This design comes from an exercise in tuning for small area, a short achievable clock period and few clock cycles on the open sky130 flow, not from production work.
No functional check of the RTL was part of any run shown here.
No activity file was given, so power comes from the tool's default toggle rates.

## design/flow/flow/run.sh

```bash
#!/bin/bash
# Own layout flow: the standard flow with these changes.
#  - Synthesis: the standard flow's synthesis script, except that Yosys's extract_fa runs
#    only inside module fa3 (the RTL's full adder), which is kept as its own
#    module until the final flatten, so every fa3 becomes one
#    sky130_fd_sc_hd__fa_1 and all other logic is left to abc (no half adders
#    and no inverters forced around extracted adders). Everything else,
#    including the final flatten and renaming, is synth_recipe.tcl as given.
#  - If flow/abc.script exists, abc runs it instead of ORFS's abc script.
#  - Port buffers: plain sky130_fd_sc_hd__buf_1 instead of the buffer that
#    buffer_ports picks by itself (a 0.5 ns clkdlybuf4s50_1).
# Each tool's output goes to standard.log (make) and ORFS's own logs.
set -euo pipefail
W=$PWD
S="$FLOW_HOME/scripts/synth.tcl"
grep -q 'extract_fa {\*}\[dont_use_extract_fa_args\]' "$S"
grep -q '^  log_cmd abc {\*}$abc_args$' "$S"
ABC_SED=()
if [[ -f "$W/flow/abc.script" ]]; then
  ABC_SED=(-e "s#^  log_cmd abc {\*}\$abc_args\$#  lset abc_args 1 $W/flow/abc.script\n  log_cmd abc {*}\$abc_args#")
fi
sed -e 's/extract_fa {\*}\[dont_use_extract_fa_args\]/extract_fa -fa fa3/' "${ABC_SED[@]}" \
  "$S" > "$W/own_synth_body.tcl"
sed "s#source \$::env(SCRIPTS_DIR)/synth.tcl#source $W/own_synth_body.tcl#" \
  "$W/synth_recipe.tcl" > "$W/own_synth.tcl"
grep -q "own_synth_body.tcl" "$W/own_synth.tcl"
bash standard.sh "SYNTH_SCRIPT=$W/own_synth.tcl" "SYNTH_KEEP_MODULES=fa3" \
  "BUFFER_PORTS_ARGS=-buffer_cell sky130_fd_sc_hd__buf_1" finish > standard.log 2>&1
```

## design/flow/flow/abc.script

```
&get -n
&st
&dch
&nf -a
&put
topo
stime -c
buffer -c
upsize -c
dnsize -c
```

## design/flow/standard.sh

```bash
#!/bin/bash
# synth_recipe.tcl (not shown) runs the flow's synth.tcl, then flattens the netlist and writes it again
# the make line also repeats each setting of config.mk as NAME=value (left out here)
make -C /OpenROAD-flow-scripts/flow DESIGN_CONFIG=/design/flow/config.mk WORK_HOME=/design/flow/orfs CLKGATE_MAP_FILE= SYNTH_SCRIPT=/design/flow/synth_recipe.tcl "${@:-finish}"
```

## design/flow/config.mk

```make
export PLATFORM = sky130hd
export DESIGN_NAME = modular_reduction
export DESIGN_NICKNAME = modular_reduction
export VERILOG_FILES = /design/flow/design.v
export SDC_FILE = /design/flow/constraint.sdc
export NUM_CORES = 4
export LEC_CHECK = 0
export ABC_AREA = 1
export CAP_MARGIN = 20
export CORE_MARGIN = 2
export CORE_UTILIZATION = 40
export SETUP_SLACK_MARGIN = 0.8
export SLEW_MARGIN = 20
```

## design/flow/constraint.sdc

```tcl
create_clock -name core_clock -period 5.0 [get_ports {clk}]
set_input_delay 1.0000 -clock core_clock [delete_from_list [all_inputs] [get_ports {clk}]]
set_output_delay 1.0000 -clock core_clock [all_outputs]
set_load 0.01 [all_outputs]
```

## design/flow/design.v

```verilog
module modular_reduction #(
    parameter DATA_WIDTH = 48,
    parameter Q_WIDTH    = 23
) (
    input  wire clk,
    input  wire rst_n,
    input  wire start,
    output reg  done,
    input  wire [DATA_WIDTH-1:0] data_in,
    output wire [Q_WIDTH-1:0]    data_out
);
  wire [47:0] x = data_in;
  wire [47:0] nx = ~data_in;
  wire ks0, kc0, ks1, kc1, ks2, kc2, ks3, kc3, ks4, kc4, ks5, kc5, ks6, kc6, ks7, kc7, ks8, kc8, ks9, kc9, ks10, kc10, ks11, kc11, ks12, kc12, ks13, kc13, ks14, kc14, ks15, kc15, ks16, kc16, fs0, fc0, hs0, hc0, hs1, hc1, fs1, fc1, fs2, fc2, fs3, fc3, hs2, hc2, fs4, fc4, fs5, fc5, fs6, fc6, hs3, hc3, fs7, fc7, hs4, hc4, hs5, hc5, hs6, hc6, hs7, hc7, hs8, hc8, fs8, fc8, fs9, fc9, fs10, fc10, fs11, fc11, hs9, hc9, hs10, hc10, hs11, hc11, hs12, hc12, hs13, hc13, hs14, hc14, hs15, hc15, hs16, hc16, fs12, fc12, fs13, fc13, fs14, fc14, fs15, fc15, fs16, fc16, fs17, fc17, fs18, fc18, fs19, fc19, fs20, fc20, fs21, fc21, hs17, hc17, fs22, fc22, fs23, fc23, fs24, fc24, fs25, fc25, fs26, fc26, fs27, fc27, fs28, fc28, fs29, fc29, fs30, fc30, fs31, fc31, fs32, fc32, fs33, fc33, fs34, fc34, fs35, fc35, fs36, fc36, fs37, fc37, fs38, fc38, fs39, fc39, fs40, fc40, fs41, fc41, fs42, fc42, fs43, fc43, fs44, fc44;
  assign ks0 = x[23] ^ x[33];
  assign kc0 = x[23] & x[33];
  assign ks1 = x[25] ^ x[35];
  assign kc1 = x[25] & x[35];
  assign ks2 = x[28] ^ x[38];
  assign kc2 = x[28] & x[38];
  assign ks3 = x[29] ^ x[39];
  assign kc3 = x[29] & x[39];
  assign ks4 = x[30] ^ x[40];
  assign kc4 = x[30] & x[40];
  assign ks5 = x[31] ^ x[41];
  assign kc5 = x[31] & x[41];
  assign ks6 = x[32] ^ x[42];
  assign kc6 = x[32] & x[42];
  assign ks7 = x[33] ^ x[43];
  assign kc7 = x[33] & x[43];
  assign ks8 = x[34] ^ x[44];
  assign kc8 = x[34] & x[44];
  assign ks9 = x[35] ^ x[45];
  assign kc9 = x[35] & x[45];
  assign ks10 = x[37] ^ x[46];
  assign kc10 = x[37] & x[46];
  assign ks11 = x[38] ^ x[47];
  assign kc11 = x[38] & x[47];
  assign ks12 = x[41] ^ x[40];
  assign kc12 = x[41] & x[40];
  assign ks13 = x[42] ^ kc12;
  assign kc13 = x[42] & kc12;
  assign ks14 = x[43] ^ kc13;
  assign kc14 = x[43] & kc13;
  assign ks15 = x[44] ^ kc14;
  assign kc15 = x[44] & kc14;
  assign ks16 = x[45] ^ kc15;
  assign kc16 = x[45] & kc15;
  fa3 u_fs0 (.a(x[24]), .b(x[34]), .c(x[44]), .s(fs0), .co(fc0));
  assign hs0 = ~x[26] ^ ~x[36];
  assign hc0 = ~x[26] & ~x[36];
  assign hs1 = ~x[27] ^ ~x[37];
  assign hc1 = ~x[27] & ~x[37];
  fa3 u_fs1 (.a(x[13]), .b(x[23]), .c(x[33]), .s(fs1), .co(fc1));
  fa3 u_fs2 (.a(x[14]), .b(x[24]), .c(x[34]), .s(fs2), .co(fc2));
  fa3 u_fs3 (.a(x[15]), .b(x[25]), .c(x[35]), .s(fs3), .co(fc3));
  assign hs2 = x[45] ^ ~kc10;
  assign hc2 = x[45] & ~kc10;
  fa3 u_fs4 (.a(x[16]), .b(x[26]), .c(x[36]), .s(fs4), .co(fc4));
  fa3 u_fs5 (.a(x[39]), .b(~x[46]), .c(kc11), .s(fs5), .co(fc5));
  fa3 u_fs6 (.a(x[17]), .b(x[27]), .c(x[37]), .s(fs6), .co(fc6));
  assign hs3 = x[40] ^ x[47];
  assign hc3 = x[40] & x[47];
  fa3 u_fs7 (.a(x[18]), .b(x[28]), .c(x[38]), .s(fs7), .co(fc7));
  assign hs4 = x[19] ^ x[29];
  assign hc4 = x[19] & x[29];
  assign hs5 = x[20] ^ x[30];
  assign hc5 = x[20] & x[30];
  assign hs6 = x[21] ^ x[31];
  assign hc6 = x[21] & x[31];
  assign hs7 = x[22] ^ x[32];
  assign hc7 = x[22] & x[32];
  assign hs8 = x[0] ^ x[46];
  assign hc8 = x[0] & x[46];
  fa3 u_fs8 (.a(x[1]), .b(x[47]), .c(~kc0), .s(fs8), .co(fc8));
  fa3 u_fs9 (.a(x[45]), .b(ks1), .c(fc0), .s(fs9), .co(fc9));
  fa3 u_fs10 (.a(~x[3]), .b(x[46]), .c(kc1), .s(fs10), .co(fc10));
  fa3 u_fs11 (.a(x[4]), .b(hc0), .c(hs1), .s(fs11), .co(fc11));
  assign hs9 = x[5] ^ hc1;
  assign hc9 = x[5] & hc1;
  assign hs10 = x[6] ^ ~kc2;
  assign hc10 = x[6] & ~kc2;
  assign hs11 = x[7] ^ ~kc3;
  assign hc11 = x[7] & ~kc3;
  assign hs12 = x[8] ^ ~kc4;
  assign hc12 = x[8] & ~kc4;
  assign hs13 = x[9] ^ ~kc5;
  assign hc13 = x[9] & ~kc5;
  assign hs14 = x[10] ^ ~kc6;
  assign hc14 = x[10] & ~kc6;
  assign hs15 = x[11] ^ ~kc7;
  assign hc15 = x[11] & ~kc7;
  assign hs16 = x[12] ^ ~kc8;
  assign hc16 = x[12] & ~kc8;
  fa3 u_fs12 (.a(x[36]), .b(~x[43]), .c(kc9), .s(fs12), .co(fc12));
  fa3 u_fs13 (.a(x[44]), .b(fc1), .c(fs2), .s(fs13), .co(fc13));
  fa3 u_fs14 (.a(fc2), .b(fs3), .c(hs2), .s(fs14), .co(fc14));
  fa3 u_fs15 (.a(fc3), .b(hc2), .c(fs4), .s(fs15), .co(fc15));
  fa3 u_fs16 (.a(hs3), .b(fc4), .c(fs6), .s(fs16), .co(fc16));
  fa3 u_fs17 (.a(hc3), .b(fc6), .c(fs7), .s(fs17), .co(fc17));
  fa3 u_fs18 (.a(x[39]), .b(hs4), .c(fc7), .s(fs18), .co(fc18));
  fa3 u_fs19 (.a(x[40]), .b(hc4), .c(hs5), .s(fs19), .co(fc19));
  fa3 u_fs20 (.a(x[41]), .b(hc5), .c(hs6), .s(fs20), .co(fc20));
  fa3 u_fs21 (.a(x[42]), .b(hc6), .c(hs7), .s(fs21), .co(fc21));
  assign hs17 = ~x[43] ^ hs8;
  assign hc17 = ~x[43] & hs8;
  fa3 u_fs22 (.a(hc8), .b(~fs0), .c(fs8), .s(fs22), .co(fc22));
  fa3 u_fs23 (.a(x[2]), .b(fc8), .c(~fs9), .s(fs23), .co(fc23));
  fa3 u_fs24 (.a(~hs0), .b(fs10), .c(fc9), .s(fs24), .co(fc24));
  fa3 u_fs25 (.a(x[47]), .b(fc10), .c(~fs11), .s(fs25), .co(fc25));
  fa3 u_fs26 (.a(~ks2), .b(hs9), .c(fc11), .s(fs26), .co(fc26));
  fa3 u_fs27 (.a(~ks3), .b(hc9), .c(hs10), .s(fs27), .co(fc27));
  fa3 u_fs28 (.a(~ks4), .b(hc10), .c(hs11), .s(fs28), .co(fc28));
  fa3 u_fs29 (.a(~ks5), .b(hc11), .c(hs12), .s(fs29), .co(fc29));
  fa3 u_fs30 (.a(~ks6), .b(hc12), .c(hs13), .s(fs30), .co(fc30));
  fa3 u_fs31 (.a(~ks7), .b(hc13), .c(hs14), .s(fs31), .co(fc31));
  fa3 u_fs32 (.a(~ks8), .b(hc14), .c(hs15), .s(fs32), .co(fc32));
  fa3 u_fs33 (.a(~ks9), .b(hc15), .c(hs16), .s(fs33), .co(fc33));
  fa3 u_fs34 (.a(hc16), .b(fs1), .c(~fs12), .s(fs34), .co(fc34));
  fa3 u_fs35 (.a(ks10), .b(fc12), .c(~fs13), .s(fs35), .co(fc35));
  fa3 u_fs36 (.a(~ks11), .b(fc13), .c(fs14), .s(fs36), .co(fc36));
  fa3 u_fs37 (.a(~fs5), .b(fc14), .c(fs15), .s(fs37), .co(fc37));
  fa3 u_fs38 (.a(~fc5), .b(fc15), .c(fs16), .s(fs38), .co(fc38));
  fa3 u_fs39 (.a(~ks12), .b(fc16), .c(fs17), .s(fs39), .co(fc39));
  fa3 u_fs40 (.a(~ks13), .b(fc17), .c(fs18), .s(fs40), .co(fc40));
  fa3 u_fs41 (.a(~ks14), .b(fs19), .c(fc18), .s(fs41), .co(fc41));
  fa3 u_fs42 (.a(fc19), .b(fs20), .c(~ks15), .s(fs42), .co(fc42));
  fa3 u_fs43 (.a(fc20), .b(fs21), .c(~ks16), .s(fs43), .co(fc43));
  fa3 u_fs44 (.a(hc7), .b(fc21), .c(~kc16), .s(fs44), .co(fc44));
  wire [25:0] ra = {1'b0, fc44, fc43, fc42, fc41, fc40, fc39, fc38, fc37, fc36, ~fc35, fc34, fc33, fc32, fc31, fc30, fc29, fc28, fc27, fc26, ~fc25, ~fc24, fc23, fc22, hc17, hs17};
  wire [25:0] rb = {1'b0, 1'b0, fs44, fs43, fs42, fs41, fs40, fs39, fs38, fs37, fs36, ~fs35, fs34, fs33, fs32, fs31, fs30, fs29, fs28, fs27, fs26, ~fs25, ~fs24, fs23, fs22, ~ks0};
  wire [25:0] y_next;
  wire [25:0] g0 = ra & rb;
  wire [25:0] p0 = ra ^ rb;
  wire G0_1 = g0[1] | (p0[1] & g0[0]);
  wire G0_3 = g0[3] | (p0[3] & g0[2]);
  wire P0_3 = p0[3] & p0[2];
  wire G0_5 = g0[5] | (p0[5] & g0[4]);
  wire P0_5 = p0[5] & p0[4];
  wire G0_7 = g0[7] | (p0[7] & g0[6]);
  wire P0_7 = p0[7] & p0[6];
  wire G0_9 = g0[9] | (p0[9] & g0[8]);
  wire P0_9 = p0[9] & p0[8];
  wire G0_11 = g0[11] | (p0[11] & g0[10]);
  wire P0_11 = p0[11] & p0[10];
  wire G0_13 = g0[13] | (p0[13] & g0[12]);
  wire P0_13 = p0[13] & p0[12];
  wire G0_15 = g0[15] | (p0[15] & g0[14]);
  wire P0_15 = p0[15] & p0[14];
  wire G0_17 = g0[17] | (p0[17] & g0[16]);
  wire P0_17 = p0[17] & p0[16];
  wire G0_19 = g0[19] | (p0[19] & g0[18]);
  wire P0_19 = p0[19] & p0[18];
  wire G0_21 = g0[21] | (p0[21] & g0[20]);
  wire P0_21 = p0[21] & p0[20];
  wire G0_23 = g0[23] | (p0[23] & g0[22]);
  wire P0_23 = p0[23] & p0[22];
  wire G0_25 = g0[25] | (p0[25] & g0[24]);
  wire P0_25 = p0[25] & p0[24];
  wire G1_2 = g0[2] | (p0[2] & G0_1);
  wire G1_3 = G0_3 | (P0_3 & G0_1);
  wire G1_6 = g0[6] | (p0[6] & G0_5);
  wire P1_6 = p0[6] & P0_5;
  wire G1_7 = G0_7 | (P0_7 & G0_5);
  wire P1_7 = P0_7 & P0_5;
  wire G1_10 = g0[10] | (p0[10] & G0_9);
  wire P1_10 = p0[10] & P0_9;
  wire G1_11 = G0_11 | (P0_11 & G0_9);
  wire P1_11 = P0_11 & P0_9;
  wire G1_14 = g0[14] | (p0[14] & G0_13);
  wire P1_14 = p0[14] & P0_13;
  wire G1_15 = G0_15 | (P0_15 & G0_13);
  wire P1_15 = P0_15 & P0_13;
  wire G1_18 = g0[18] | (p0[18] & G0_17);
  wire P1_18 = p0[18] & P0_17;
  wire G1_19 = G0_19 | (P0_19 & G0_17);
  wire P1_19 = P0_19 & P0_17;
  wire G1_22 = g0[22] | (p0[22] & G0_21);
  wire P1_22 = p0[22] & P0_21;
  wire G1_23 = G0_23 | (P0_23 & G0_21);
  wire P1_23 = P0_23 & P0_21;
  wire G2_4 = g0[4] | (p0[4] & G1_3);
  wire G2_5 = G0_5 | (P0_5 & G1_3);
  wire G2_6 = G1_6 | (P1_6 & G1_3);
  wire G2_7 = G1_7 | (P1_7 & G1_3);
  wire G2_12 = g0[12] | (p0[12] & G1_11);
  wire P2_12 = p0[12] & P1_11;
  wire G2_13 = G0_13 | (P0_13 & G1_11);
  wire P2_13 = P0_13 & P1_11;
  wire G2_14 = G1_14 | (P1_14 & G1_11);
  wire P2_14 = P1_14 & P1_11;
  wire G2_15 = G1_15 | (P1_15 & G1_11);
  wire P2_15 = P1_15 & P1_11;
  wire G2_20 = g0[20] | (p0[20] & G1_19);
  wire P2_20 = p0[20] & P1_19;
  wire G2_21 = G0_21 | (P0_21 & G1_19);
  wire P2_21 = P0_21 & P1_19;
  wire G2_22 = G1_22 | (P1_22 & G1_19);
  wire P2_22 = P1_22 & P1_19;
  wire G2_23 = G1_23 | (P1_23 & G1_19);
  wire P2_23 = P1_23 & P1_19;
  wire G3_8 = g0[8] | (p0[8] & G2_7);
  wire G3_9 = G0_9 | (P0_9 & G2_7);
  wire G3_10 = G1_10 | (P1_10 & G2_7);
  wire G3_11 = G1_11 | (P1_11 & G2_7);
  wire G3_12 = G2_12 | (P2_12 & G2_7);
  wire G3_13 = G2_13 | (P2_13 & G2_7);
  wire G3_14 = G2_14 | (P2_14 & G2_7);
  wire G3_15 = G2_15 | (P2_15 & G2_7);
  wire G3_24 = g0[24] | (p0[24] & G2_23);
  wire P3_24 = p0[24] & P2_23;
  wire G3_25 = G0_25 | (P0_25 & G2_23);
  wire P3_25 = P0_25 & P2_23;
  wire G4_16 = g0[16] | (p0[16] & G3_15);
  wire G4_17 = G0_17 | (P0_17 & G3_15);
  wire G4_18 = G1_18 | (P1_18 & G3_15);
  wire G4_19 = G1_19 | (P1_19 & G3_15);
  wire G4_20 = G2_20 | (P2_20 & G3_15);
  wire G4_21 = G2_21 | (P2_21 & G3_15);
  wire G4_22 = G2_22 | (P2_22 & G3_15);
  wire G4_23 = G2_23 | (P2_23 & G3_15);
  wire G4_24 = G3_24 | (P3_24 & G3_15);
  wire G4_25 = G3_25 | (P3_25 & G3_15);
  wire [25:0] cy = {G4_24, G4_23, G4_22, G4_21, G4_20, G4_19, G4_18, G4_17, G4_16, G3_15, G3_14, G3_13, G3_12, G3_11, G3_10, G3_9, G3_8, G2_7, G2_6, G2_5, G2_4, G1_3, G1_2, G0_1, g0[0], 1'b0};
  assign y_next = p0 ^ cy;
  reg [25:0] y;
  always @(posedge clk) begin
    y <= y_next;
  end
  always @(posedge clk or negedge rst_n) begin
    if (!rst_n) done <= 1'b0;
    else        done <= start;
  end
  wire [2:0]  yh = y[25:23];
  wire [9:0]  H  = y[22:13];
  wire [12:0] L  = y[12:0];
  wire        allH = &H[9:3];
  wire        Lnz  = |L[12:3];
  wire upc, up, b3, c16, b3_0, b3_1, b13_0, b13_1, c16_0, c16_1;
  wire [2:0] l3, h3, l3_0, l3_1, h3_0, h3_1;
  wire [3:0] dl0 = {1'b0, L[2:0]} - {1'b0, yh};           
  wire [3:0] dl1 = {1'b0, L[2:0]} - {1'b0, yh} - 4'd1;    
  wire [3:0] sh  = {1'b0, H[2:0]} + {1'b0, yh};           
  assign up = allH & (sh[3] | ((sh[2:0] == 3'd7) & (Lnz | (~dl0[3] & (|dl0[2:0])))));
  assign b3_0 = dl0[3];
  assign b3_1 = dl1[3];
  assign l3_0 = dl0[2:0];
  assign l3_1 = dl1[2:0];
  assign b13_0 = b3_0 & ~Lnz;
  assign b13_1 = b3_1 & ~Lnz;
  wire [3:0] sh0 = sh - {3'd0, b13_0};
  wire [3:0] sh1 = sh + 4'd1 - {3'd0, b13_1};
  assign c16_0 = sh0[3];
  assign c16_1 = sh1[3];
  assign h3_0 = sh0[2:0];
  assign h3_1 = sh1[2:0];
  assign b3 = up ? b3_1 : b3_0;
  assign l3 = up ? l3_1 : l3_0;
  assign c16 = up ? c16_1 : c16_0;
  assign h3 = up ? h3_1 : h3_0;
  wire [9:0]  fl;
  wire [9:0]  zl;                        
  genvar gi;
  assign zl[0] = 1'b1;
  generate
    for (gi = 1; gi < 10; gi = gi + 1) begin : g_zl
      assign zl[gi] = zl[gi-1] & ~L[gi+2];
    end
  endgenerate
  generate
    for (gi = 0; gi < 10; gi = gi + 1) begin : g_dec
      if (gi == 0) begin : g0
        assign fl[gi] = b3;
      end else begin : gn
        assign fl[gi] = b3 & zl[gi];
      end
    end
  endgenerate
  wire [9:0]  mid = L[12:3] ^ fl;
  wire [6:0]  fh;
  wire [6:0]  ah;                        
  assign ah[0] = 1'b1;
  generate
    for (gi = 1; gi < 7; gi = gi + 1) begin : g_ah
      assign ah[gi] = ah[gi-1] & H[gi+2];
    end
  endgenerate
  generate
    for (gi = 0; gi < 7; gi = gi + 1) begin : g_inc
      if (gi == 0) begin : g0
        assign fh[gi] = c16;
      end else begin : gn
        assign fh[gi] = c16 & ah[gi];
      end
    end
  endgenerate
  wire [6:0]  hi = H[9:3] ^ fh;
  assign data_out = {hi, h3, mid, l3};
endmodule
module fa3 (
    input  wire a,
    input  wire b,
    input  wire c,
    output wire s,
    output wire co
);
  assign s  = a ^ b ^ c;
  assign co = (a & b) | (a & c) | (b & c);
endmodule
```

==> results of run 1 <==
[sequential cells by signal, summed over array words and instances (netlist names)]
| signal | count |
|---|---|
| y | 26 |
| done | 1 |
[per-stage QoR]
stage           util  cell area [sq um]  setup slack (ps)
2_1_floorplan      -               3600               811
3_3_place_gp   0.458               4000               538
3_5_place_dp   0.458               4000               466
4_1_cts        0.465               4060               800
5_1_grt        0.471               4110               780
6_report       0.471               4110               893
[layer usage]
metal | part of all wire | vias to the layer above | track usage
li1 | - | 1473 | -
met4 | 0.015 | 0 | 0.0474
met1 | 0.46 | 1383 | 0.218
met3 | 0.032 | 8 | 0.0149
met5 | 0 | - | 0
met2 | 0.49 | 63 | 0.296
[path summary, 6_finish.rpt]
check	slack [ps]	end	from
max in group asynchronous	4440	done	rst_n
min	470	done	rst_n
max	890	y[21]	data_in[37]
min in group core_clock	820	done	start
[final cells by class]
type | instances | area (sq um)
fillers | 864 | 4610
multi-input cells | 353 | 2990
flip-flops and latches | 27 | 546
repair buffers | 78 | 319
well taps | 108 | 135
inverters | 18 | 67.6
clock buffers | 3 | 41.3
clock inverters | 1 | 7.51
[repair_timing]
action                     CTS  global route
cloned                       0             1
resized for setup            4            14
pin swaps                    0             3
setup endpoints to repair   11             9
setup buffers                0             2
[Yosys stat by module, one instance, submodules excluded]
module / cells inside / cell area [sq um] / times used
fa3: 1 / 20.0 / 45
modular_reduction: 357 / 2700 / 1
[power breakdown]
part           leakage [nW]  total, mW  internal [mW]  switching (mW)
Sequential            0.231      0.445          0.337           0.108
Clock                0.0217      0.129         0.0566          0.0721
Combinational          1.30       1.60          0.713           0.883
[synth_stat cells (all sizes together)]
| library cell | count | area, sq um |
|---|---|---|
| nor2 | 53 | 199 |
| xnor2 | 52 | 463 |
| fa | 45 | 901 |
| xor2 | 35 | 307 |
| nand2 | 34 | 130 |
| and2 | 26 | 165 |
| dfxtp | 26 | 521 |
| o21ai | 19 | 103 |
| inv | 18 | 67.6 |
| a21oi | 15 | 75.1 |
| nor2b | 7 | 43.8 |
| maj3 | 6 | 60.1 |
| nor3 | 5 | 40.0 |
| or2b | 5 | 37.5 |
| a31oi | 4 | 31.3 |
| nand2b | 4 | 25.0 |
| nand4 | 4 | 25.0 |
| and3 | 3 | 18.8 |
| buf | 3 | 27.5 |
| nand3 | 3 | 15.0 |
| nor4 | 3 | 25.0 |
| o21a | 3 | 22.5 |
| a21boi | 2 | 15.0 |
| a221oi | 2 | 17.5 |
| a22oi | 2 | 15.0 |
| clkbuf | 2 | 7.51 |
| o21ba | 2 | 20.0 |
| or2 | 2 | 12.5 |
| a21o | 1 | 8.76 |
| a221o | 1 | 10.0 |
| a31o | 1 | 8.76 |
| a32oi | 1 | 8.76 |
| a41oi | 1 | 16.3 |
| and2b | 1 | 8.76 |
| and4 | 1 | 8.76 |
| dfrtp | 1 | 25.0 |
| nor3b | 1 | 7.51 |
| o2111ai | 1 | 26.3 |
| o21bai | 1 | 18.8 |
| o221ai | 1 | 8.76 |
| o22ai | 1 | 6.26 |
| o31ai | 1 | 7.51 |
| o41ai | 1 | 8.76 |
| or3 | 1 | 11.3 |
| xnor3 | 1 | 23.8 |
[cell families (layout without fill, tap and decap cells)]
group / count (synthesis) / count (layout) / share of synthesized area
and+or+nand+nor: 153 / 153 / 0.215
buffers and inverters: 23 / 100 / 0.0285
xor gates and xnor gates: 88 / 88 / 0.220
adders and majority gates: 51 / 51 / 0.267
AOI/OAI and AO/OA: 60 / 61 / 0.119
DFF: 27 / 27 / 0.151
==> metrics.md, run 1 <==
| Metric | Value |
|---|---|
| Pin count of the biggest net entering global routing | 17 |
| Worst ir drop on vdd | 0.173 mV |
| Routed vias | 2927 |
| Most common cell after layout, fill and taps aside | sky130_fd_sc_hd__buf_1 |
| Leakage dissipation | 1.55 nW |
| Synth Warn # | 1 |
| TritonCTS Sinks | 27 |
| Kind of cell with the highest combined delay on the critical path | adder cells |
| Effective utilization at floorplan | 0.413 |
| Max-slew violations | 0 |
| Setup crit end kind | flip-flop |
| Top library cells by usage in the layout, fill and taps aside | sky130_fd_sc_hd__buf_1 (65), sky130_fd_sc_hd__nor2_1 (52), sky130_fd_sc_hd__xnor2_1 (51), sky130_fd_sc_hd__fa_1 (43), sky130_fd_sc_hd__xor2_1 (35) |
| CTS tree | yes |
| Path category of the worst min-delay check | in2async |
| Outcome | timing/DRC/antenna clean |
| Fmax achieved | 244 MHz |
| Number of top-level pins | 75 |
| Number of buffers inserted during clock tree synthesis | 3 |
| Via count of the first global-routing pass | around 2900 |
| Count of buffers from port buffering | 74 |
| Path type of the worst setup path | in2reg |
| Cell Pwr Density | 528 nW/um^2 |
| DRC Markers | 0 |
| Top fanout value on the critical path | 5 |
| Placeable Area | about 8700 sq um |
| Avg WL per Cell | approximately 14 microns |
| Vias per inst | 4.98 |
| First-pass DRT Iterations | 4 |
| Actual transition at the worst max-transition pin | 499 ps |
| Half-perimeter wire length after detailed placement | 7260 microns |
| Largest stage delay, worst path | 520 ps |
| Chip Width | between 90 and 100 microns |
| Number of H-tree levels | 1 |
| Netlist area before placement | 3600 sq um |
| Root buffer selected by CTS | sky130_fd_sc_hd__clkbuf_8 |
| Number of cells in the finished layout apart from fillers | 588 |
| Maximum capacitance violations | 0 |
| Max-slew headroom at the worst pin | 0.667 |
| Share of synthesized area occupied by flip-flops and latches | 0.151 |
| Setup repair after global routing missed its margin | yes |
| Number of setup violations in the final report | 0 |
| Net count after synthesis | 498 |
| Final wirelength | 8190 microns |
| CTS clk-pin slew, worst paths | 100 ps |
| Period Utilization, post-route | 0.821 |
| Fin Hold WS | 467 ps |
| Clock Path Buffers | 2 |
| Number of antenna violations at the first check in global routing | 0 |
| Critical Path Start Type | input port |
| Count of hold-fix buffers inserted at cts | 0 |
| First-iteration detailed-routing DRC count | 96 |
| Total instance count after detailed placement | 581 |
| Gate count of the mapped netlist | 402 |
| Pwr Total | 2.17 mW |
| Final min period | approximately 4100 ps |
| CP Buf/Inv Count | 1 |
| Final Hold Vio Count | 0 |
| Total Die Area | 9780 sq um |
| Remaining global-route overflow | 0 |
| CP Cell Sequence | buf_2, fa_1, fa_1, fa_2, a22oi_2, nor2_1, maj3_1, maj3_1, maj3_1, a31oi_1, xor2_1 |
| First-pass GRT wire length | roughly 13000 microns |
| Required time of the worst setup path | 5210 ps |
| Sum Neg Setup Slack | 0 ps |
| Total global-route track usage | 0.167 |
| Synthesis-stage register bit count | 27 |
| Critical path's most frequent cell | sky130_fd_sc_hd__maj3_1 |
| Cell depth of the worst setup path | 11 |
| Slowest cell on the critical path | sky130_fd_sc_hd__fa_1 |
| Layout net count | 577 |
| Post-synth cell types | 55 |
| Share of post-route cells with drive strength above 1 | 0.100 |
| Data arrival time of the critical path | between 4000 and 5000 ps |
| Diodes inserted | 0 |
| Post-DRT Antenna Nets | 0 |
| Area growth from synthesis to layout | 14.0% |
| Post-synthesis average cell area | 8.96 sq um |
| Die height | 98.9 microns |
| Cell Rows | 34 |
| Placer Congestion | slightly above 0.9 |
==> run 2, diff against run 1 <==
--- a/design/flow/design.v
+++ b/design/flow/design.v
@@ -37,6 +37,6 @@
   assign ks11 = x[38] ^ x[47];
   assign kc11 = x[38] & x[47];
-  assign ks12 = x[41] ^ x[40];
-  assign kc12 = x[41] & x[40];
+  assign ks12 = x[40] ^ x[41];
+  assign kc12 = x[40] & x[41];
   assign ks13 = x[42] ^ kc12;
   assign kc13 = x[42] & kc12;
@@ -131,110 +131,93 @@
   wire [25:0] rb = {1'b0, 1'b0, fs44, fs43, fs42, fs41, fs40, fs39, fs38, fs37, fs36, ~fs35, fs34, fs33, fs32, fs31, fs30, fs29, fs28, fs27, fs26, ~fs25, ~fs24, fs23, fs22, ~ks0};
   wire [25:0] y_next;
+  wire cs_next;
   wire [25:0] g0 = ra & rb;
   wire [25:0] p0 = ra ^ rb;
-  wire G0_1 = g0[1] | (p0[1] & g0[0]);
-  wire G0_3 = g0[3] | (p0[3] & g0[2]);
-  wire P0_3 = p0[3] & p0[2];
-  wire G0_5 = g0[5] | (p0[5] & g0[4]);
-  wire P0_5 = p0[5] & p0[4];
-  wire G0_7 = g0[7] | (p0[7] & g0[6]);
-  wire P0_7 = p0[7] & p0[6];
-  wire G0_9 = g0[9] | (p0[9] & g0[8]);
-  wire P0_9 = p0[9] & p0[8];
-  wire G0_11 = g0[11] | (p0[11] & g0[10]);
-  wire P0_11 = p0[11] & p0[10];
-  wire G0_13 = g0[13] | (p0[13] & g0[12]);
-  wire P0_13 = p0[13] & p0[12];
-  wire G0_15 = g0[15] | (p0[15] & g0[14]);
-  wire P0_15 = p0[15] & p0[14];
-  wire G0_17 = g0[17] | (p0[17] & g0[16]);
-  wire P0_17 = p0[17] & p0[16];
-  wire G0_19 = g0[19] | (p0[19] & g0[18]);
-  wire P0_19 = p0[19] & p0[18];
-  wire G0_21 = g0[21] | (p0[21] & g0[20]);
-  wire P0_21 = p0[21] & p0[20];
-  wire G0_23 = g0[23] | (p0[23] & g0[22]);
-  wire P0_23 = p0[23] & p0[22];
-  wire G0_25 = g0[25] | (p0[25] & g0[24]);
-  wire P0_25 = p0[25] & p0[24];
-  wire G1_2 = g0[2] | (p0[2] & G0_1);
-  wire G1_3 = G0_3 | (P0_3 & G0_1);
-  wire G1_6 = g0[6] | (p0[6] & G0_5);
-  wire P1_6 = p0[6] & P0_5;
-  wire G1_7 = G0_7 | (P0_7 & G0_5);
-  wire P1_7 = P0_7 & P0_5;
-  wire G1_10 = g0[10] | (p0[10] & G0_9);
-  wire P1_10 = p0[10] & P0_9;
-  wire G1_11 = G0_11 | (P0_11 & G0_9);
-  wire P1_11 = P0_11 & P0_9;
-  wire G1_14 = g0[14] | (p0[14] & G0_13);
-  wire P1_14 = p0[14] & P0_13;
-  wire G1_15 = G0_15 | (P0_15 & G0_13);
-  wire P1_15 = P0_15 & P0_13;
-  wire G1_18 = g0[18] | (p0[18] & G0_17);
-  wire P1_18 = p0[18] & P0_17;
-  wire G1_19 = G0_19 | (P0_19 & G0_17);
-  wire P1_19 = P0_19 & P0_17;
-  wire G1_22 = g0[22] | (p0[22] & G0_21);
-  wire P1_22 = p0[22] & P0_21;
-  wire G1_23 = G0_23 | (P0_23 & G0_21);
-  wire P1_23 = P0_23 & P0_21;
-  wire G2_4 = g0[4] | (p0[4] & G1_3);
-  wire G2_5 = G0_5 | (P0_5 & G1_3);
-  wire G2_6 = G1_6 | (P1_6 & G1_3);
-  wire G2_7 = G1_7 | (P1_7 & G1_3);
-  wire G2_12 = g0[12] | (p0[12] & G1_11);
-  wire P2_12 = p0[12] & P1_11;
-  wire G2_13 = G0_13 | (P0_13 & G1_11);
-  wire P2_13 = P0_13 & P1_11;
-  wire G2_14 = G1_14 | (P1_14 & G1_11);
-  wire P2_14 = P1_14 & P1_11;
-  wire G2_15 = G1_15 | (P1_15 & G1_11);
-  wire P2_15 = P1_15 & P1_11;
-  wire G2_20 = g0[20] | (p0[20] & G1_19);
-  wire P2_20 = p0[20] & P1_19;
-  wire G2_21 = G0_21 | (P0_21 & G1_19);
-  wire P2_21 = P0_21 & P1_19;
-  wire G2_22 = G1_22 | (P1_22 & G1_19);
-  wire P2_22 = P1_22 & P1_19;
-  wire G2_23 = G1_23 | (P1_23 & G1_19);
-  wire P2_23 = P1_23 & P1_19;
-  wire G3_8 = g0[8] | (p0[8] & G2_7);
-  wire G3_9 = G0_9 | (P0_9 & G2_7);
-  wire G3_10 = G1_10 | (P1_10 & G2_7);
-  wire G3_11 = G1_11 | (P1_11 & G2_7);
-  wire G3_12 = G2_12 | (P2_12 & G2_7);
-  wire G3_13 = G2_13 | (P2_13 & G2_7);
-  wire G3_14 = G2_14 | (P2_14 & G2_7);
-  wire G3_15 = G2_15 | (P2_15 & G2_7);
-  wire G3_24 = g0[24] | (p0[24] & G2_23);
-  wire P3_24 = p0[24] & P2_23;
-  wire G3_25 = G0_25 | (P0_25 & G2_23);
-  wire P3_25 = P0_25 & P2_23;
-  wire G4_16 = g0[16] | (p0[16] & G3_15);
-  wire G4_17 = G0_17 | (P0_17 & G3_15);
-  wire G4_18 = G1_18 | (P1_18 & G3_15);
-  wire G4_19 = G1_19 | (P1_19 & G3_15);
-  wire G4_20 = G2_20 | (P2_20 & G3_15);
-  wire G4_21 = G2_21 | (P2_21 & G3_15);
-  wire G4_22 = G2_22 | (P2_22 & G3_15);
-  wire G4_23 = G2_23 | (P2_23 & G3_15);
-  wire G4_24 = G3_24 | (P3_24 & G3_15);
-  wire G4_25 = G3_25 | (P3_25 & G3_15);
-  wire [25:0] cy = {G4_24, G4_23, G4_22, G4_21, G4_20, G4_19, G4_18, G4_17, G4_16, G3_15, G3_14, G3_13, G3_12, G3_11, G3_10, G3_9, G3_8, G2_7, G2_6, G2_5, G2_4, G1_3, G1_2, G0_1, g0[0], 1'b0};
-  assign y_next = p0 ^ cy;
+  wire Gl0_1 = g0[1] | (p0[1] & g0[0]);
+  wire Gl0_3 = g0[3] | (p0[3] & g0[2]);
+  wire Pl0_3 = p0[3] & p0[2];
+  wire Gl0_5 = g0[5] | (p0[5] & g0[4]);
+  wire Pl0_5 = p0[5] & p0[4];
+  wire Gl0_7 = g0[7] | (p0[7] & g0[6]);
+  wire Pl0_7 = p0[7] & p0[6];
+  wire Gl0_9 = g0[9] | (p0[9] & g0[8]);
+  wire Pl0_9 = p0[9] & p0[8];
+  wire Gl0_11 = g0[11] | (p0[11] & g0[10]);
+  wire Pl0_11 = p0[11] & p0[10];
+  wire Gl1_3 = Gl0_3 | (Pl0_3 & Gl0_1);
+  wire Gl1_7 = Gl0_7 | (Pl0_7 & Gl0_5);
+  wire Pl1_7 = Pl0_7 & Pl0_5;
+  wire Gl1_11 = Gl0_11 | (Pl0_11 & Gl0_9);
+  wire Pl1_11 = Pl0_11 & Pl0_9;
+  wire Gl2_7 = Gl1_7 | (Pl1_7 & Gl1_3);
+  wire Gl5_11 = Gl1_11 | (Pl1_11 & Gl2_7);
+  wire Gl6_5 = Gl0_5 | (Pl0_5 & Gl1_3);
+  wire Gl6_9 = Gl0_9 | (Pl0_9 & Gl2_7);
+  wire Gl7_2 = g0[2] | (p0[2] & Gl0_1);
+  wire Gl7_4 = g0[4] | (p0[4] & Gl1_3);
+  wire Gl7_6 = g0[6] | (p0[6] & Gl6_5);
+  wire Gl7_8 = g0[8] | (p0[8] & Gl2_7);
+  wire Gl7_10 = g0[10] | (p0[10] & Gl6_9);
+  wire Gl7_12 = g0[12] | (p0[12] & Gl5_11);
+  wire Gh0_1 = g0[14] | (p0[14] & g0[13]);
+  wire Gh0_3 = g0[16] | (p0[16] & g0[15]);
+  wire Ph0_3 = p0[16] & p0[15];
+  wire Gh0_5 = g0[18] | (p0[18] & g0[17]);
+  wire Ph0_5 = p0[18] & p0[17];
+  wire Gh0_7 = g0[20] | (p0[20] & g0[19]);
+  wire Ph0_7 = p0[20] & p0[19];
+  wire Gh0_9 = g0[22] | (p0[22] & g0[21]);
+  wire Ph0_9 = p0[22] & p0[21];
+  wire Gh0_11 = g0[24] | (p0[24] & g0[23]);
+  wire Ph0_11 = p0[24] & p0[23];
+  wire Gh1_3 = Gh0_3 | (Ph0_3 & Gh0_1);
+  wire Gh1_7 = Gh0_7 | (Ph0_7 & Gh0_5);
+  wire Ph1_7 = Ph0_7 & Ph0_5;
+  wire Gh1_11 = Gh0_11 | (Ph0_11 & Gh0_9);
+  wire Ph1_11 = Ph0_11 & Ph0_9;
+  wire Gh2_7 = Gh1_7 | (Ph1_7 & Gh1_3);
+  wire Gh5_11 = Gh1_11 | (Ph1_11 & Gh2_7);
+  wire Gh6_5 = Gh0_5 | (Ph0_5 & Gh1_3);
+  wire Gh6_9 = Gh0_9 | (Ph0_9 & Gh2_7);
+  wire Gh7_2 = g0[15] | (p0[15] & Gh0_1);
+  wire Gh7_4 = g0[17] | (p0[17] & Gh1_3);
+  wire Gh7_6 = g0[19] | (p0[19] & Gh6_5);
+  wire Gh7_8 = g0[21] | (p0[21] & Gh2_7);
+  wire Gh7_10 = g0[23] | (p0[23] & Gh6_9);
+  wire Gh7_12 = g0[25] | (p0[25] & Gh5_11);
+  wire [25:0] cy = {Gh5_11, Gh7_10, Gh6_9, Gh7_8, Gh2_7, Gh7_6, Gh6_5, Gh7_4, Gh1_3, Gh7_2, Gh0_1, g0[13], 1'b0, Gl5_11, Gl7_10, Gl6_9, Gl7_8, Gl2_7, Gl7_6, Gl6_5, Gl7_4, Gl1_3, Gl7_2, Gl0_1, g0[0], 1'b0};
+  assign y_next = p0 ^ cy;    
+  assign cs_next = Gl7_12;     
   reg [25:0] y;
   always @(posedge clk) begin
     y <= y_next;
   end
+  reg lnz;   
+  always @(posedge clk) begin
+    lnz <= |y_next[12:3];
+  end
+  reg cs;   
+  always @(posedge clk) begin
+    cs <= cs_next;
+  end
   always @(posedge clk or negedge rst_n) begin
     if (!rst_n) done <= 1'b0;
     else        done <= start;
   end
-  wire [2:0]  yh = y[25:23];
-  wire [9:0]  H  = y[22:13];
+  wire [12:0] ys = y[25:13];
+  wire [12:0] ai;                
+  assign ai[0] = cs;
+  genvar gj;
+  generate
+    for (gj = 1; gj < 13; gj = gj + 1) begin : g_ai
+      assign ai[gj] = cs & (&ys[gj-1:0]);
+    end
+  endgenerate
+  wire [12:0] yt = ys ^ ai;
+  wire [2:0]  yh = yt[12:10];
+  wire [9:0]  H  = yt[9:0];
   wire [12:0] L  = y[12:0];
   wire        allH = &H[9:3];
-  wire        Lnz  = |L[12:3];
+  wire        Lnz  = lnz;
   wire upc, up, b3, c16, b3_0, b3_1, b13_0, b13_1, c16_0, c16_1;
   wire [2:0] l3, h3, l3_0, l3_1, h3_0, h3_1;
==> run 2 against run 1 <==
Net effect: still clean; combinational power rose by 48%; non-clock buffer count rose by 41; global-route usage grew 2.1 points; critical endpoint is now y[24]; highest routed layer unchanged.
==> metrics.md, run 2 <==
| Metric | Value |
|---|---|
| Area growth from synthesis to layout | 35.3% |
| Vias per inst | 4.92 |
| Maximum capacitance violations | 0 |
| GRT met2 Usage | 0.346 |
| Via count of the first global-routing pass | between 3000 and 4000 |
| Routed vias | 3113 |
| Most used flip-flop cell after synthesis | sky130_fd_sc_hd__dfxtp_1 |
| Synthesis-stage register bit count | 29 |
| Most common cell after layout, fill and taps aside | sky130_fd_sc_hd__xnor2_1 |
| Cell Rows | 34 |
| Top fanout value on the critical path | 3 |
| Max-slew violations | 0 |
| Number of H-tree levels | 2 |
| Outcome | timing/DRC/antenna clean |
| Net count after synthesis | 498 |
| Diodes inserted | 0 |
| First-iteration detailed-routing DRC count | 93 |
| Remaining global-route overflow | 0 |
| Worst setup path endpoint | y[24] |
| Die height | between 90 and 100 microns |
| First-pass GRT wire length | 14900 microns |
| Actual transition at the worst max-transition pin | 621 ps |
| Effective utilization at floorplan | 0.416 |
| Number of top-level pins | 75 |
| Number of setup violations in the final report | 0 |
| Critical Path Start Type | input port |
| Final Hold Vio Count | 0 |
| Post-synthesis average cell area | 9.11 sq um |
| Internal power of the cells | 1.70 mW |
| Share of synthesized area occupied by flip-flops and latches | 0.160 |
| CP Cell Sequence | buf_8, fa_1, fa_1, inv_2, fa_1, xnor2_2, a31oi_4, o31ai_4, a31oi_2, o21ai_2, maj3_2, maj3_2, a21o_1, o21ai_2, o21ai_2, xor2_1 |
| Worst setup path startpoint | data_in[34] |
| Final wirelength | 8970 microns |
| TritonCTS Sinks | 29 |
| Avg WL per Cell | 14.2 microns |
| Slowest cell on the critical path | sky130_fd_sc_hd__fa_1 |
| Setup crit end kind | flip-flop |
| Number of buffers inserted during clock tree synthesis | 5 |
| Worst ir drop on vdd | about 0.23 mV |
| Cell type with the highest aggregate area in the netlist | sky130_fd_sc_hd__fa_1 |
| Setup repair after global routing missed its margin | yes |
| Required time of the worst setup path | 5160 ps |
| Netlist area before placement | 3660 sq um |
| Switching Power | 1.38 mW |
| CTS tree | yes |
| Share of post-route cells with drive strength above 1 | 0.316 |
| Number of antenna violations at the first check in global routing | 0 |
| CTS clk-pin slew, worst paths | approximately 60 ps |
| Busiest layer in global routing | met2 |
| Post-placement setup slack | 110 ps |
| Path type of the worst setup path | in2reg |
| Count of hold-fix buffers inserted at cts | 0 |
| Register with the most flip-flops | y |
| Proportion of total power due to net switching | 0.448 |
| Fin worst setup slack | around 510 ps |
| Total instance count after detailed placement | 589 |
| DRC Markers | 0 |
| Clock power share | 0.068 |
| Leading cell types by total area after synthesis | sky130_fd_sc_hd__fa_1 (25%), sky130_fd_sc_hd__dfxtp_1 (15%), sky130_fd_sc_hd__xnor2_1 (14%) |
| Chip Width | 99.7 microns |
| Period Utilization, post-route | 0.898 |
| Total global-route track usage | 0.188 |
| Synth Warn # | 1 |
| Part of the power in combinational logic | 0.769 |
| Placeable Area | 8810 sq um |
| Count of buffers from port buffering | 74 |
| Most frequent cells after synthesis | sky130_fd_sc_hd__xnor2_1 (58), sky130_fd_sc_hd__nor2_1 (47), sky130_fd_sc_hd__fa_1 (45), sky130_fd_sc_hd__nand2_1 (36), sky130_fd_sc_hd__xor2_1 (32) |
| Half-perimeter wire length after detailed placement | roughly 7000 microns |
| Global Route met3 Usage | 0.0155 |
| Gate count of the mapped netlist | 402 |
| Layout net count | 620 |
| Met1 usage in global routing | 0.229 |
| Max FFs per register | 26 |
| Clock Path Buffers | 2 |
| Root buffer selected by CTS | sky130_fd_sc_hd__clkbuf_8 |
| Leakage dissipation | 2.00 nW |
| Pin count of the biggest net entering global routing | 10 |
| Fmax achieved | approximately 220 MHz |
| Post-synth ARST share | 0.0345 |
| Most repeated cell in the gate-level netlist after synthesis | sky130_fd_sc_hd__xnor2_1 |
| Top library cells by usage in the layout, fill and taps aside | sky130_fd_sc_hd__xnor2_1 (50), sky130_fd_sc_hd__buf_1 (46), sky130_fd_sc_hd__nor2_1 (45), sky130_fd_sc_hd__fa_1 (42), sky130_fd_sc_hd__buf_4 (38) |
| Data arrival time of the critical path | around 4700 ps |
| Largest stage delay, worst path | a little over 500 ps |
| Final min period | 4490 ps |
| Yosys top cell area share | 0.246 |
| Post-DRT Antenna Nets | 0 |
| Sequential Power Share | 0.162 |
| Pwr Total | 3.07 mW |
| First-pass DRT Iterations | 4 |
| Path category of the worst min-delay check | in2async |
| Cell Pwr Density | ~620 nW/um^2 |
| Count of flip-flops with a built-in enable after synthesis | 0 |
| Total Die Area | ~9900 sq um |
| Max-slew headroom at the worst pin | 0.582 |
| Sum Neg Setup Slack | 0 ps |
| Post-synth cell types | 51 |
| Fin Hold WS | 472 ps |
| Number of cells in the finished layout apart from fillers | 633 |
| Placer Congestion | 0.825 |
==> run 2: power by group through the flow <==
| stage | Clock (mW) | Combinational [mW] | Sequential, mW |
|---|---|---|---|
| finish | 0.210 | 2.36 | 0.499 |
| floorplan | 0 | 1.34 | 0.450 |
| global placement | 0 | 1.66 | 0.473 |
| global route | 0.222 | 2.57 | 0.517 |
| CTS | 0.215 | 2.09 | 0.491 |
| detailed placement | 0 | 1.70 | 0.476 |
==> run 2: final cells by class <==
cell class | count | area (sq um)
Timing Repair Buffer | 119 | 687
Tap cell | 108 | 135
Clock buffer | 7 | 96.3
Fill cell | 783 | 3850
Sequential cell | 29 | 608
Multi-Input combinational cell | 351 | 3350
Clock inverter | 1 | 5.00
Inverter | 18 | 67.6
==> run 2: routing by layer <==
metal | share of wire | vias up
li1 | - | 1565
met1 | 0.42 | 1447
met2 | 0.52 | 83
met3 | 0.032 | 18
met4 | 0.026 | 0
met5 | 0 | -
==> run 2: how the worst min path moves through the flow <==
| stage | startpoint | to | slack (ps) | cells after the start |
|---|---|---|---|---|
| floorplan | rst_n | done | 700 | 0 |
| global placement | rst_n | done | 760 | 1 |
| detailed placement | rst_n | done | 770 | 1 |
| CTS | rst_n | done | 470 | 1 |
| global route | rst_n | done | 470 | 1 |
| finish | rst_n | done | 470 | 1 |
==> run 2: cells by family (layout without fill, tap and decap cells) <==
| logic type | count (synthesis) | after routing | synth area share |
|---|---|---|---|
| AOI/OAI and AO/OA | 43 | 44 | 0.0807 |
| xor gates and xnor gates | 94 | 94 | 0.237 |
| adders and majority gates | 56 | 56 | 0.277 |
| buffers and inverters | 23 | 145 | 0.0263 |
| DFF | 29 | 29 | 0.160 |
| muxes | 2 | 2 | 0.00547 |
| and+or+nand+nor | 155 | 155 | 0.214 |
==> run 2: Yosys stat by module, one instance, submodules excluded <==
| module | flops+latches | cell area (sq um) | copies in the design |
|---|---|---|---|
| modular_reduction | 29 | 2760 | 1 |
| fa3 | 0 | 20.0 | 45 |
==> run 2: critical path, delay by kind of cell <==
family | cells | cell delay [ps]
compound gates | 7 | 1020
xor+xnor | 2 | 310
buf+inv | 2 | 140
fa+ha+maj | 5 | 2160
==> run 2: stage by stage <==
step | util | cell area [sq um]
finish | 0.563 | 4950
global route | 0.563 | 4950
CTS | 0.534 | 4700
detailed placement | 0.475 | 4180
global placement | 0.475 | 4180
floorplan | - | 3720
==> run 2: what timing repair did <==
item                       4_1_cts  5_1_grt
pin swaps                       43       35
setup buffers                   25       10
gates cloned                     1        0
gates resized for setup         65       44
setup endpoints to repair       28       28

what the ideal ports hide:
How much do the figures lean on ideal ports? The routed layouts below were timed once more, with nothing changed but the port constraints.
Step 1 assumes that a clkbuf_16 drives the clock port and a buf_2 every other input.
Step 2 also shifts input and output timing later by t, the mid clock arrival at the registers, as if the neighbouring blocks saw the same clock.
Slacks: ideal / step 1 / step 2; pairs: ideal / step 1.
| run | shift t [ns] | setup slack, ns | clock arrival spread, ns | slew at the worst register clock pin (ns) |
|---|---|---|---|---|
| run 1 | 0.302 | 0.893 / 0.905 / 0.602 | 0.005 / 0.005 | 0.10 / 0.10 |
| run 2 | 0.307 | 0.508 / 0.497 / 0.190 | 0.006 / 0.006 | 0.06 / 0.06 |
After both steps every run listed still meets setup and hold. The setup slack of run 2, which loses most, moves by -0.011 ns with the drivers and by -0.318 ns with both steps.
